This design comes from an exercise in tuning for small area on the open sky130 flow, not from production work.
Function was checked by simulation only, so behaviour that the tests miss may differ from the original.
The clock port is modelled as an ideal driver; clocking choices that lean on that would not hold on a real chip.
Power and IR drop assume default switching activity.

==> module scroll_btn, before the edit <==
module scroll_btn(
    input wire clk, input wire rst, input wire ce, input wire btn,
    output wire raise
);
    reg [1:0] r, p;
    assign raise = (p == 2'd1);
    always @(posedge clk) begin
        if (rst) begin
            r <= 2'd0;
            p <= 2'd0;
        end else if (ce) begin
            p[0] <= (~p[0] & p[1]) | (p[1] & r[0] & ~r[1]) | (btn & ~r[0] & r[1]);
            p[1] <= (p[0] & p[1]) | (btn & ~r[0] & r[1]);
            r[0] <= (btn & ~r[0]) | (btn & p[0] & p[1]) | (btn & r[1]);
            r[1] <= btn & r[0];
        end
    end
endmodule
clock: 20.0 ns
lec_check: 0
abc_area: 1
cap_margin: 20
core_margin: 2
core_utilization: 65
place_density: 0.8
slew_margin: 20
standard.sh (not shown) runs the stock make flow with config.mk's settings and CLKGATE_MAP_FILE= SYNTH_SCRIPT=/design/flow/synth_recipe.tcl, a recipe that flattens the netlist after the stock synthesis.
==> flow/flow/run.sh <==
#!/bin/bash
# Own layout flow: the standard synthesis; then the combinational logic
# between the registers re-mapped by ABC for area with a few scripts, keeping
# the smallest netlist (registers, their names and cell types untouched);
# then the standard layout with small port buffers and no CTS dummy loads.
set -euo pipefail
WORK=$(pwd)
FLOW=$WORK/flow
R=$WORK/orfs/results/${FLOW_PLATFORM}/main/base
LIB=$FLOW_HOME/platforms/${FLOW_PLATFORM}/lib/sky130_fd_sc_hd__tt_025C_1v80.lib
# keep temporary files inside the work folder
export TMPDIR=$WORK/tmp
mkdir -p $TMPDIR

# 1. standard synthesis
bash standard.sh synth > $WORK/flow_synth.log 2>&1

# 2. re-map the logic
cp $R/1_2_yosys.v $WORK/std_netlist.v
python3 $FLOW/genmodels.py $LIB > $WORK/cell_models.v 2> $WORK/flow_genmodels.log
DU=$(sed -n '/DONT_USE_CELLS +=/,/^#/p' $FLOW_HOME/platforms/${FLOW_PLATFORM}/config.mk \
     | grep -o "sky130_fd_sc_hd__[a-z0-9_]*" | sed 's/^/-dont_use /' | tr '\n' ' ')
regs() { grep -oE "sky130_fd_sc_hd__[a-z0-9]*df[a-z0-9_]* +[^ (]+" "$1" | sort; }
resynth() {
  local S=$1 n=$(basename $1 .abc)
  timeout 900 yosys -l $WORK/flow_$n.log -p "
read_verilog $WORK/cell_models.v
read_verilog $WORK/std_netlist.v
hierarchy -top $FLOW_TOP
flatten
opt -purge
techmap
opt -fast -purge
abc -liberty $LIB $DU -script $S
opt_clean -purge
hilomap -singleton -hicell sky130_fd_sc_hd__conb_1 HI -locell sky130_fd_sc_hd__conb_1 LO
insbuf -buf sky130_fd_sc_hd__buf_1 A X
splitnets
opt_clean -purge
tee -o $WORK/$n.stat stat -liberty $LIB
write_verilog -noattr -nohex -nodec $WORK/$n.v
" > /dev/null 2>&1 || true
}
# run the scripts, a few at a time
i=0
for S in $FLOW/resynth_*.abc; do
  resynth $S &
  i=$((i + 1))
  if (( i % ${NUM_CORES:-4} == 0 )); then wait; fi
done
wait
best=""; best_area=""
for S in $FLOW/resynth_*.abc; do
  n=$(basename $S .abc)
  [[ -f $WORK/$n.stat && -f $WORK/$n.v ]] || { echo "$n: failed" >> $WORK/flow_pick.log; continue; }
  area=$(grep "Chip area" $WORK/$n.stat | grep -oE "[0-9.]+$" || true)
  [[ -n "$area" ]] || continue
  # keep the registers: same instance names and cell types as the standard synthesis
  [[ "$(regs $WORK/std_netlist.v)" == "$(regs $WORK/$n.v)" ]] || { echo "$n: register mismatch" >> $WORK/flow_pick.log; continue; }
  echo "$n: $area" >> $WORK/flow_pick.log
  if [[ -z "$best" ]] || awk "BEGIN{exit !($area < $best_area)}"; then best=$n; best_area=$area; fi
done
echo "picked: ${best:-standard}" >> $WORK/flow_pick.log
if [[ -n "$best" ]]; then
  cp $WORK/$best.v $R/1_2_yosys.v
  touch $R/1_2_yosys.v
fi

# 3. layout up to clock tree synthesis
CTS_ARGS="-sink_clustering_enable -repair_clock_nets -dont_use_dummy_load -buf_list {sky130_fd_sc_hd__clkbuf_4}"
bash standard.sh "BUFFER_PORTS_ARGS=-buffer_cell sky130_fd_sc_hd__buf_1" "CTS_ARGS=$CTS_ARGS" cts > $WORK/flow_layout_cts.log 2>&1

# 4. upsize the clock buffers with the largest fanout
CTS_ODB=$R/4_cts.odb CTS_SMALL_BUF=sky130_fd_sc_hd__clkbuf_4 CTS_BIG_BUF=sky130_fd_sc_hd__clkbuf_8 CTS_MAX_FANOUT=10 \
  openroad -no_init -exit $FLOW/cts_fix.tcl > $WORK/flow_cts_fix.log 2>&1
touch $R/4_cts.odb

# 5. rest of the layout
bash standard.sh "BUFFER_PORTS_ARGS=-buffer_cell sky130_fd_sc_hd__buf_1" "CTS_ARGS=$CTS_ARGS" finish > $WORK/flow_layout.log 2>&1
Other scripts of this flow, unchanged in this note and not shown: flow/flow/cts_fix.tcl, flow/flow/genmodels.py, flow/flow/resynth_a1.abc, flow/flow/resynth_a4.abc, flow/flow/resynth_a5.abc, flow/flow/resynth_a7.abc, flow/flow/resynth_b1.abc, flow/flow/resynth_b1s1.abc, flow/flow/resynth_b1s3.abc, flow/flow/resynth_b8.abc, flow/flow/resynth_d4.abc, flow/flow/resynth_d5.abc, flow/flow/resynth_d6.abc, flow/flow/resynth_d7.abc, flow/flow/resynth_e2.abc
The first run ran to the end with no violations.
Then changed:
--- a/flow/design.v
+++ b/flow/design.v
@@ -419,16 +419,16 @@
     assign raise = (p == 2'd1);
     always @(posedge clk) begin
         if (rst) begin
             r <= 2'd0;
             p <= 2'd0;
         end else if (ce) begin
-            p[0] <= (~p[0] & p[1]) | (p[1] & r[0] & ~r[1]) | (btn & ~r[0] & r[1]);
+            p[0] <= (~p[0] & p[1]) | (btn & ~r[0] & r[1]) | (p[1] & ~r[0] & r[1]);
             p[1] <= (p[0] & p[1]) | (btn & ~r[0] & r[1]);
-            r[0] <= (btn & ~r[0]) | (btn & p[0] & p[1]) | (btn & r[1]);
-            r[1] <= btn & r[0];
+            r[0] <= (btn & ~r[0] & ~r[1]) | (btn & r[0] & r[1]) | (btn & p[1] & r[1]);
+            r[1] <= btn & (r[0] | r[1]);
         end
     end
 endmodule
 module scroller(
     input wire clk, input wire rst, input wire stick,
     input wire btnL, input wire btnR,
=> The changed run finished clean. Non-clock buffer count shrinks by 1. Worst hold slack got worse by 16 ps. Sequential share of layout area shrinks by 0.45 points. Via count grows by 2.0%. Area after synthesis goes up by 1.3%. Routed wire length barely changes. Core utilization drops by 2.5 points. Sequential power rose by about 10%. Count of clock-buffer cells in the layout does not change. Register-to-register slack gains 660 ps. Combinational power went up to 4.6 times its value.

[port drivers added, routing unchanged]
In the flow no input, the clock included, has a driving cell. The finished layouts below were timed again as built, in two steps.
Step 1 assumes that a clkbuf_16 drives the clock port and a buf_2 every other input.
Step 2 times the ports against the registers' clock, not the clock port: input delays grow and output delays shrink by t, the midpoint of the rising clock arrivals with the driver on.
Three values: no drivers, after step 1, after step 2; two values: the first two.
| run | t (ns) | setup slack, ns | worst slew at a driven data input, ns |
|---|---|---|---|
| the first run | 0.427 | 11.056 / 11.056 / 11.056 | 0.04 |
| the second run | 0.427 | 11.717 / 11.717 / 11.717 | 0.03 |
After both steps setup and hold are still met in every run listed.
